This is an optimization exercise on Yosys and OpenROAD, whose aim is a short achievable clock period and few clock cycles, not a production implementation.
Only simulation tests tie the RTL to the original design; equivalence was not proved.

==> 02-13 <==
// CPU_31
module CPU_31(
   input clk,
   input rst,
   output [10:0] imem_addr,
   input  [31:0] imem_data,
   output [9:0]  dmem_addr,
   output        dmem_we,
   output [31:0] dmem_wdata,
   input  [31:0] dmem_rdata
    );
    reg  [31:0] pcF;
    reg  [31:0] irE;
    reg  [31:0] pcE;
    reg         vE;
    reg  [31:0] rf [1:31];
    reg  [31:0] HI, LO;
    reg  [31:0] cp0 [0:31];
    reg  [9:0]  maddr;
    reg         mwe;
    reg  [31:0] mwdata;
    reg         ldM;
    reg  [4:0]  rdM;
    reg  [2:0]  ltM;
    reg         ldW;
    reg  [4:0]  rdW;
    reg  [2:0]  ltW;
    reg  [31:0] ldr;
    reg         dbusy;
    reg  [1:0]  dcnt;
    reg  [32:0] drem;
    reg  [31:0] dquo;
    reg  [31:0] ddiv;
    reg         dsq, dsr, dbz;
    assign imem_addr  = pcF[10:0];
    assign dmem_addr  = maddr;
    assign dmem_we    = mwe;
    assign dmem_wdata = mwdata;
    reg [31:0] ldval;
    always @(*) begin
        case (ltW)
            3'd1:    ldval = {{24{ldr[7]}}, ldr[7:0]};
            3'd2:    ldval = {24'b0, ldr[7:0]};
            3'd3:    ldval = {{16{ldr[15]}}, ldr[15:0]};
  ...
==> flow/config.mk <==
export PLATFORM = sky130hd
export DESIGN_NAME = CPU_31
export DESIGN_NICKNAME = CPU_31
export VERILOG_FILES = /design/flow/design.v
export SDC_FILE = /design/flow/constraint.sdc
export NUM_CORES = 4
export LEC_CHECK = 0
export CAP_MARGIN = 20
export CELL_PAD_IN_SITES_DETAIL_PLACEMENT = 3
export CELL_PAD_IN_SITES_GLOBAL_PLACEMENT = 3
export CORE_MARGIN = 2
export CORE_UTILIZATION = 25
export PLACE_DENSITY = 0.4
export SLEW_MARGIN = 20
export TNS_END_PERCENT = 5
==> flow/constraint.sdc <==
create_clock -name core_clock -period 300.0 [get_ports {clk}]
set_input_delay 60.0000 -clock core_clock [delete_from_list [all_inputs] [get_ports {clk}]]
set_output_delay 60.0000 -clock core_clock [all_outputs]
set_load 0.01 [all_outputs]
standard.sh (not shown) runs the stock make flow with config.mk's settings and CLKGATE_MAP_FILE= SYNTH_SCRIPT=/design/flow/synth_recipe.tcl, a recipe that flattens the netlist after the stock synthesis.
==> flow/flow/run.sh <==
#!/bin/bash
# The standard layout (the standard.sh: standard synthesis, floorplan,
# placement, CTS, routing, finish) with the timing repair steps asked to
# reach a setup slack of 238 ns against the design's own constraints
# (300 ns clock, 60 ns I/O delays), i.e. a clock period near 62 ns.
# Gate cloning is left off so that every register keeps its standard name.
set -o pipefail
bash standard.sh SETUP_SLACK_MARGIN=238 SKIP_GATE_CLONING=1 finish > standard_flow.log 2>&1
==> inputs of 07-14, as changes to 02-13 <==
==> flow/run.sh (new file) <==
#!/bin/bash
# synth_recipe.tcl (not shown) runs the flow's synth.tcl, then flattens the netlist and writes it again
# the make line also repeats each setting of config.mk as NAME=value (left out here)
make -C /OpenROAD-flow-scripts/flow DESIGN_CONFIG=/design/flow/config.mk WORK_HOME=/design/flow/orfs CLKGATE_MAP_FILE= SYNTH_SCRIPT=/design/flow/synth_recipe.tcl finish
- TNS_END_PERCENT: 5 -> not set
removed: flow/flow/run.sh
removed: flow/standard.sh
==> flow_metrics.tcl <==
set metrics [dict create \
    placed_cells 32700 \
    status "no timing/DRC/antenna violations" \
    tightest_slew_ps 1310 \
    nFillCells 91100 \
    cp_num_buf_inv 2 \
    final.setup.worst_slack_ps 234000 \
    drt-initial-drc-count 24000 \
    grt_antenna_before_repair 320 \
    routed-wl-met3_um 119000 \
    grt_pass1_vias 214000 \
    final_cells 33400 \
    grt_first_pass_wirelength_um 2050000 \
]
That was 07-14.
==> flow_metrics.tcl <==
set metrics [dict create \
    grt_pass1_vias 215000 \
    status "no timing/DRC/antenna violations" \
    placed_cells 32700 \
    tightest_slew_ps 1410 \
    drt-initial-drc-count 25000 \
    cp_num_buf_inv 1 \
    grt_antenna_before_repair 307 \
    grt_first_pass_wirelength_um 2040000 \
]
That was 02-13.
Testbench counts of 02-13, summed over its fixed seeds: cycles 26,974.
Testbench counts of 07-14, summed over its fixed seeds: cycles 26,974.

-- separate check: timing with driven ports --
How much do the figures lean on ideal ports? The routed layouts below were timed once more, with nothing changed but the port constraints.
Step 1 assumes that a clkbuf_16 drives the clock port and a buf_2 every other input.
Step 2 adds t to the input delays and takes it off the output delays; t is the mean of the earliest and latest rising clock arrival at the registers after step 1. Input paths then give back, and output paths get back, about the clock's delay inside the block.
Three values: ideal, step 1, step 2; two values: the first two.
run | t (ns) | slack for setup (ns) | worst hold slack (ns) | worst slew at a driven data input, ns
02-13 | 1.190 | 236.634 / 236.597 / 235.407 | 0.369 / 0.369 / 0.369 | 0.42
07-14 | 1.196 | 233.999 / 234.114 / 232.918 | 0.356 / 0.356 / 0.356 | 0.21
After both steps every run listed still meets setup and hold. For 02-13, which loses most, drivers alone change the setup slack by -0.037 ns; drivers and shift together by -1.227 ns.
